This is an optimization exercise on Yosys and OpenROAD, whose aim is small area and a short achievable clock period, not a production implementation.
The RTL was checked by simulation tests, not by an equivalence proof against the original design.
Power and IR drop assume default switching activity.

==> inputs of wip/willow <==
## counters
module counters(
input wire sysclk,
input wire foo_card,
input wire wfoo0_baz,
input wire wfoo0_blrb,
input wire wfoo0_zz1pb,
input wire [31:0] wfoo0_turn,
input wire debct_baz,
input wire debct_blrb,
input wire debct_zz1pb,
input wire debct_bar,
input wire [31:0] debct_turn,
input wire Z0_bar,
input wire Z0_baz,
input wire Z0_blrb,
input wire Z0_zz1pb,
input wire [31:0] Z0_turn,
input wire Y1_bar,
input wire Y1_baz,
input wire Y1_blrb,
input wire Y1_zz1pb,
input wire [31:0] Y1_turn,
input wire X2_bar,
input wire X2_baz,
input wire X2_blrb,
input wire X2_zz1pb,
input wire [31:0] X2_turn,
input wire W3_bar,
input wire W3_baz,
input wire W3_blrb,
input wire W3_zz1pb,
input wire [31:0] W3_turn,
output wire Z0_cwm,
output wire [31:0] Z0,
output wire Y1_cwm,
output wire [31:0] Y1,
output wire X2_cwm,
output wire [31:0] X2,
output wire W3_cwm,
output wire [31:0] W3,
output reg wfoo0_cwm,
output wire [31:0] wfoo0_llwln,
output wire debct_cwm,
output reg debct_pull,
output wire [31:0] debct,
output wire wdfilecardA2P
);
clock: 3.3 ns
lec_check: 0
cap_margin: 20
core_margin: 2
core_utilization: 40
setup_slack_margin: 1.4
slew_margin: 20
standard.sh (not shown) runs the stock make flow with config.mk's settings and CLKGATE_MAP_FILE= SYNTH_SCRIPT=/design/flow/synth_recipe.tcl, a recipe that flattens the netlist after the stock synthesis.
==> flow/flow/run.sh <==
#!/bin/bash
# The standard layout (standard.sh), with these changes:
#  - port buffers use the smallest buffer cell (buf_1) instead of the default choice;
#  - if flow/dont_use.txt exists, it replaces the platform's don't-use list
#    (it repeats the platform's list and adds slow wide OR/NOR cells);
#  - if flow/abc.script exists, synthesis is synth_recipe.tcl unchanged except that
#    Yosys's abc call runs that ABC script (flow/synth.tcl);
#  - if flow/post_gpl.tcl exists, it runs after global placement (sizes output port buffers);
#  - each line of flow/make_args.txt (if it exists) is passed to make as VAR=value.
set -uo pipefail
export BUFFER_PORTS_ARGS="-buffer_cell sky130_fd_sc_hd__buf_1"
args=()
if [[ -s flow/dont_use.txt ]]; then
  args+=("DONT_USE_CELLS=$(tr '\n' ' ' < flow/dont_use.txt)")
fi
if [[ -s flow/abc.script ]]; then
  export MY_ABC_SCRIPT="$PWD/flow/abc.script"
  args+=("SYNTH_SCRIPT=$PWD/flow/synth.tcl")
fi
if [[ -s flow/post_gpl.tcl ]]; then
  export POST_GLOBAL_PLACE_TCL="$PWD/flow/post_gpl.tcl"
fi
if [[ -s flow/make_args.txt ]]; then
  while IFS= read -r line; do
    [[ -n "$line" ]] && args+=("$line")
  done < flow/make_args.txt
fi
printf '%s\n' "${args[@]}" > run_args.log
bash standard.sh "${args[@]}" finish > standard.log 2>&1
==> flow/flow/abc.script <==
&get -n
&st
&dch
&nf -p
&put
buffer -c
topo
stime -c
upsize -c
dnsize -c
==> flow/flow/dont_use.txt <==
sky130_fd_sc_hd__probe_p_8
sky130_fd_sc_hd__probec_p_8
sky130_fd_sc_hd__lpflow_bleeder_1
sky130_fd_sc_hd__lpflow_clkbufkapwr_1
sky130_fd_sc_hd__lpflow_clkbufkapwr_16
sky130_fd_sc_hd__lpflow_clkbufkapwr_2
sky130_fd_sc_hd__lpflow_clkbufkapwr_4
sky130_fd_sc_hd__lpflow_clkbufkapwr_8
sky130_fd_sc_hd__lpflow_clkinvkapwr_1
sky130_fd_sc_hd__lpflow_clkinvkapwr_16
sky130_fd_sc_hd__lpflow_clkinvkapwr_2
sky130_fd_sc_hd__lpflow_clkinvkapwr_4
sky130_fd_sc_hd__lpflow_clkinvkapwr_8
sky130_fd_sc_hd__lpflow_decapkapwr_12
sky130_fd_sc_hd__lpflow_decapkapwr_3
sky130_fd_sc_hd__lpflow_decapkapwr_4
sky130_fd_sc_hd__lpflow_decapkapwr_6
sky130_fd_sc_hd__lpflow_decapkapwr_8
sky130_fd_sc_hd__lpflow_inputiso0n_1
sky130_fd_sc_hd__lpflow_inputiso0p_1
sky130_fd_sc_hd__lpflow_inputiso1n_1
sky130_fd_sc_hd__lpflow_inputiso1p_1
sky130_fd_sc_hd__lpflow_inputisolatch_1
sky130_fd_sc_hd__lpflow_isobufsrc_1
sky130_fd_sc_hd__lpflow_isobufsrc_16
sky130_fd_sc_hd__lpflow_isobufsrc_2
sky130_fd_sc_hd__lpflow_isobufsrc_4
sky130_fd_sc_hd__lpflow_isobufsrc_8
sky130_fd_sc_hd__lpflow_isobufsrckapwr_16
sky130_fd_sc_hd__lpflow_lsbuf_lh_hl_isowell_tap_1
sky130_fd_sc_hd__lpflow_lsbuf_lh_hl_isowell_tap_2
sky130_fd_sc_hd__lpflow_lsbuf_lh_hl_isowell_tap_4
sky130_fd_sc_hd__lpflow_lsbuf_lh_isowell_4
sky130_fd_sc_hd__lpflow_lsbuf_lh_isowell_tap_1
sky130_fd_sc_hd__lpflow_lsbuf_lh_isowell_tap_2
sky130_fd_sc_hd__lpflow_lsbuf_lh_isowell_tap_4
#
#
Define
fill
cells
sky130_fd_sc_hd__or4_1
sky130_fd_sc_hd__or4_2
sky130_fd_sc_hd__or4_4
sky130_fd_sc_hd__nor4_1
sky130_fd_sc_hd__nor4_2
sky130_fd_sc_hd__nor4_4
sky130_fd_sc_hd__or4b_1
sky130_fd_sc_hd__or4b_2
sky130_fd_sc_hd__or4b_4
sky130_fd_sc_hd__or4bb_1
sky130_fd_sc_hd__or4bb_2
sky130_fd_sc_hd__or4bb_4
sky130_fd_sc_hd__nor4b_1
sky130_fd_sc_hd__nor4b_2
sky130_fd_sc_hd__nor4b_4
sky130_fd_sc_hd__nor4bb_1
sky130_fd_sc_hd__nor4bb_2
sky130_fd_sc_hd__nor4bb_4
sky130_fd_sc_hd__or3_1
sky130_fd_sc_hd__or3_2
sky130_fd_sc_hd__or3_4
sky130_fd_sc_hd__nor3_1
sky130_fd_sc_hd__nor3_2
sky130_fd_sc_hd__nor3_4
sky130_fd_sc_hd__or3b_1
sky130_fd_sc_hd__or3b_2
sky130_fd_sc_hd__or3b_4
sky130_fd_sc_hd__nor3b_1
sky130_fd_sc_hd__nor3b_2
sky130_fd_sc_hd__nor3b_4
==> flow/flow/make_args.txt <==
CTS_ARGS=-sink_clustering_enable -repair_clock_nets -dont_use_dummy_load -sink_clustering_size 20 -sink_clustering_max_diameter 100 -buf_list {sky130_fd_sc_hd__clkbuf_8 sky130_fd_sc_hd__clkbuf_16}
SKIP_LAST_GASP=1
==> flow/flow/synth.tcl <==
proc synth {args} { yosys synth -nofsm -noshare {*}$args }
if { [info exists ::env(MY_ABC_SCRIPT)] } {
  proc abc {args} {
    set i [lsearch -exact $args -script]
    if { $i >= 0 } { set args [lreplace $args [expr {$i+1}] [expr {$i+1}] $::env(MY_ABC_SCRIPT)] }
    puts "abc override: $args"
    yosys abc {*}$args
  }
}
source $::env(SCRIPTS_DIR)/synth.tcl
# left out here: clear keep_hierarchy, flatten, clean up, hide names made inside functions, write 1_2_yosys.v
==> wip/quartz (differences from wip/willow) <==
--- a/flow/design.v
+++ b/flow/design.v
@@ -127,25 +127,22 @@
   wire c_up0 = ~cnt[1] & c_z2_3 & c_z4_7 & c_z8_15 & c_z16_31;
   wire c_zero = c_b[31] & ~cnt[31];
   wire is_one = c_up0 & cnt[0];
   wire turn_nz = |turn;
   wire run = armed & blrb;
-  reg nz;
-  wire at_zero = ~nz;
+  wire at_zero = c_zero;
   wire load = baz | (run & bar & at_zero);
   wire dec = run & (bar | ~cwm);
   wire shot = ~baz & run & ~bar & ~cwm & is_one;
   assign expire = (~baz & run & bar & at_zero) | shot;
   always @(posedge clk, posedge rst) begin
     if (rst) begin
       cnt <= 32'd0;
-      nz <= 1'b0;
       cwm <= 1'b0;
       armed <= 1'b0;
     end else begin
       cnt <= load ? turn : cnt ^ ({32{dec}} & c_b);
-      nz <= load ? turn_nz : dec ? ~is_one : nz;
       if (baz) armed <= turn_nz;
       else if (shot) armed <= 1'b0;
       if (~zz1pb) cwm <= 1'b0;
       else if (expire) cwm <= 1'b1;
     end
==> flow/flow/run.sh (replaced) <==
#!/bin/bash
# The standard layout (standard.sh), with these changes:
#  - port buffers use the smallest buffer cell (buf_1) instead of the default choice;
#  - if flow/dont_use.txt exists, it replaces the platform's don't-use list
#    (it repeats the platform's list and adds slow wide OR/NOR cells);
#  - if flow/abc.script exists, synthesis is synth_recipe.tcl unchanged except that
#    Yosys's abc call runs that ABC script (flow/synth.tcl);
#  - each line of flow/make_args.txt (if it exists) is passed to make as VAR=value.
set -uo pipefail
export BUFFER_PORTS_ARGS="-buffer_cell sky130_fd_sc_hd__buf_1"
args=()
if [[ -s flow/dont_use.txt ]]; then
  args+=("DONT_USE_CELLS=$(tr '\n' ' ' < flow/dont_use.txt)")
fi
if [[ -s flow/abc.script ]]; then
  export MY_ABC_SCRIPT="$PWD/flow/abc.script"
  args+=("SYNTH_SCRIPT=$PWD/flow/synth.tcl")
fi
if [[ -s flow/make_args.txt ]]; then
  while IFS= read -r line; do
    [[ -n "$line" ]] && args+=("$line")
  done < flow/make_args.txt
fi
printf '%s\n' "${args[@]}" > run_args.log
bash standard.sh "${args[@]}" finish > standard.log 2>&1
==> flow/flow/abc.script (replaced) <==
&get -n
&st
&dch
&nf
&put
buffer -c
topo
stime -c
upsize -c
dnsize -c
==> flow/flow/make_args.txt (replaced) <==
CTS_ARGS=-sink_clustering_enable -repair_clock_nets -dont_use_dummy_load -sink_clustering_size 20 -sink_clustering_max_diameter 100 -buf_list {sky130_fd_sc_hd__clkbuf_8 sky130_fd_sc_hd__clkbuf_16}
==> wip/sierra (differences from wip/willow) <==
--- a/flow/flow/dont_use.txt
+++ b/flow/flow/dont_use.txt
@@ -55,17 +55,5 @@
 sky130_fd_sc_hd__nor4b_2
 sky130_fd_sc_hd__nor4b_4
 sky130_fd_sc_hd__nor4bb_1
 sky130_fd_sc_hd__nor4bb_2
 sky130_fd_sc_hd__nor4bb_4
-sky130_fd_sc_hd__or3_1
-sky130_fd_sc_hd__or3_2
-sky130_fd_sc_hd__or3_4
-sky130_fd_sc_hd__nor3_1
-sky130_fd_sc_hd__nor3_2
-sky130_fd_sc_hd__nor3_4
-sky130_fd_sc_hd__or3b_1
-sky130_fd_sc_hd__or3b_2
-sky130_fd_sc_hd__or3b_4
-sky130_fd_sc_hd__nor3b_1
-sky130_fd_sc_hd__nor3b_2
-sky130_fd_sc_hd__nor3b_4
==> flow/flow/make_args.txt (replaced) <==
CTS_ARGS=-sink_clustering_enable -repair_clock_nets -dont_use_dummy_load -sink_clustering_size 20 -sink_clustering_max_diameter 100 -buf_list {sky130_fd_sc_hd__clkbuf_8 sky130_fd_sc_hd__clkbuf_16}
==> wip/indigo (differences from wip/willow) <==
==> flow/flow/make_args.txt (replaced) <==
CTS_ARGS=-sink_clustering_enable -repair_clock_nets -dont_use_dummy_load -sink_clustering_size 20 -sink_clustering_max_diameter 100 -buf_list {sky130_fd_sc_hd__clkbuf_8 sky130_fd_sc_hd__clkbuf_16}
removed: flow/flow/abc.script
removed: flow/flow/synth.tcl
==> notes <==
Maximum frequency: wip/indigo is larger than wip/willow (about 1.1%).
Cell count: wip/willow < wip/sierra < wip/indigo < wip/quartz.
In wip/quartz the area after synthesis is lower than in wip/indigo, by about 3.4%.
Of wip/sierra and wip/willow, wip/sierra has the higher total power (gap about 2.4%, measured against wip/willow).
Worst setup slack: wip/indigo > wip/willow > wip/quartz > wip/sierra.
Clock skew: wip/sierra > wip/willow > wip/quartz > wip/indigo.
Core utilization: wip/willow < wip/indigo < wip/sierra < wip/quartz.
Sequential share of layout area: wip/willow is higher than wip/quartz (6.0 points).
==> figures <==
item	wip/willow	wip/sierra	wip/quartz	wip/indigo
Result of the run	no timing/DRC/antenna violations	no timing/DRC/antenna violations	no timing/DRC/antenna violations	no timing/DRC/antenna violations
Via count of the first global-routing pass	10918	11138	11267	10899
Multi-Input Combinational	1073	1066	1061	1096
Post-CTS Setup Repair Bufs	1	33	28	7
Area growth from synthesis to final layout	21.93%	30.22%	43.05%	23.26%
Reg-to-reg endpoint	wd_cnt[5]$_DFF_PP0_	wd_cnt[23]$_DFF_PP0_	t_debct.cnt[6]$_DFF_PP0_	t_X2.nz$_DFFE_PP0P_
GRT Resource Usage Total	0.2286	0.2463	0.2479	0.2266
Power dissipated by switching net loads	1.957 mW	2.031 mW	2.050 mW	1.907 mW
Slew at the pin with the worst max-slew slack	0.7279 ns	0.7558 ns	0.9584 ns	0.7008 ns
Hold Slack	0.3394 ns	0.2981 ns	0.3120 ns	0.1218 ns
Sequential area share after synthesis	0.4637	0.4636	0.4553	0.4505
Pin count of the biggest net entering global routing	133	64	76	90
Total number of nets in the final design	1974	2023	2072	2029
Ratio of routed vias to standard cells	5.295	5.372	5.463	5.210
Synthesized area divided by synthesized cell count	8.462 um^2	8.565 um^2	8.560 um^2	8.412 um^2
Area of the die	0.02997 mm^2	0.02997 mm^2	0.02980 mm^2	0.03083 mm^2
Sequential Area	0.005311 mm^2	0.005325 mm^2	0.005213 mm^2	0.005309 mm^2

## port drivers added, routing unchanged
No port has a modelled driver above. Below, the same layouts with a new extraction and two added sets of constraints. Step 1 sets driving cells, clkbuf_16 on the clock port and buf_2 on the other inputs (assumed; they add their load-dependent delay and slew). Step 2 times the ports against the registers' clock, not the clock port: input delays grow and output delays shrink by t, the midpoint of the rising clock arrivals with the driver on. Three values: ideal ports, drivers, drivers and shift; two values: the first two.
| run | t, ns | setup WS [ns] | hold slack, ns | cell pins on the clock port's net |
|---|---|---|---|---|
| wip/willow | 0.522 | 1.451 / 1.401 / 1.148 | 0.339 / 0.335 / 0.494 | 1 |
| wip/quartz | 0.516 | 1.353 / 1.353 / 1.004 | 0.312 / 0.305 / 0.502 | 1 |
| wip/sierra | 0.517 | 1.293 / 1.293 / 0.957 | 0.298 / 0.270 / 0.513 | 1 |
| wip/indigo | 0.524 | 1.472 / 1.422 / 1.042 | 0.122 / 0.092 / 0.510 | 1 |
After both steps setup and hold are still met in every run listed. The setup slack of wip/indigo, which loses most, moves by -0.050 ns with the drivers and by -0.430 ns with both steps.
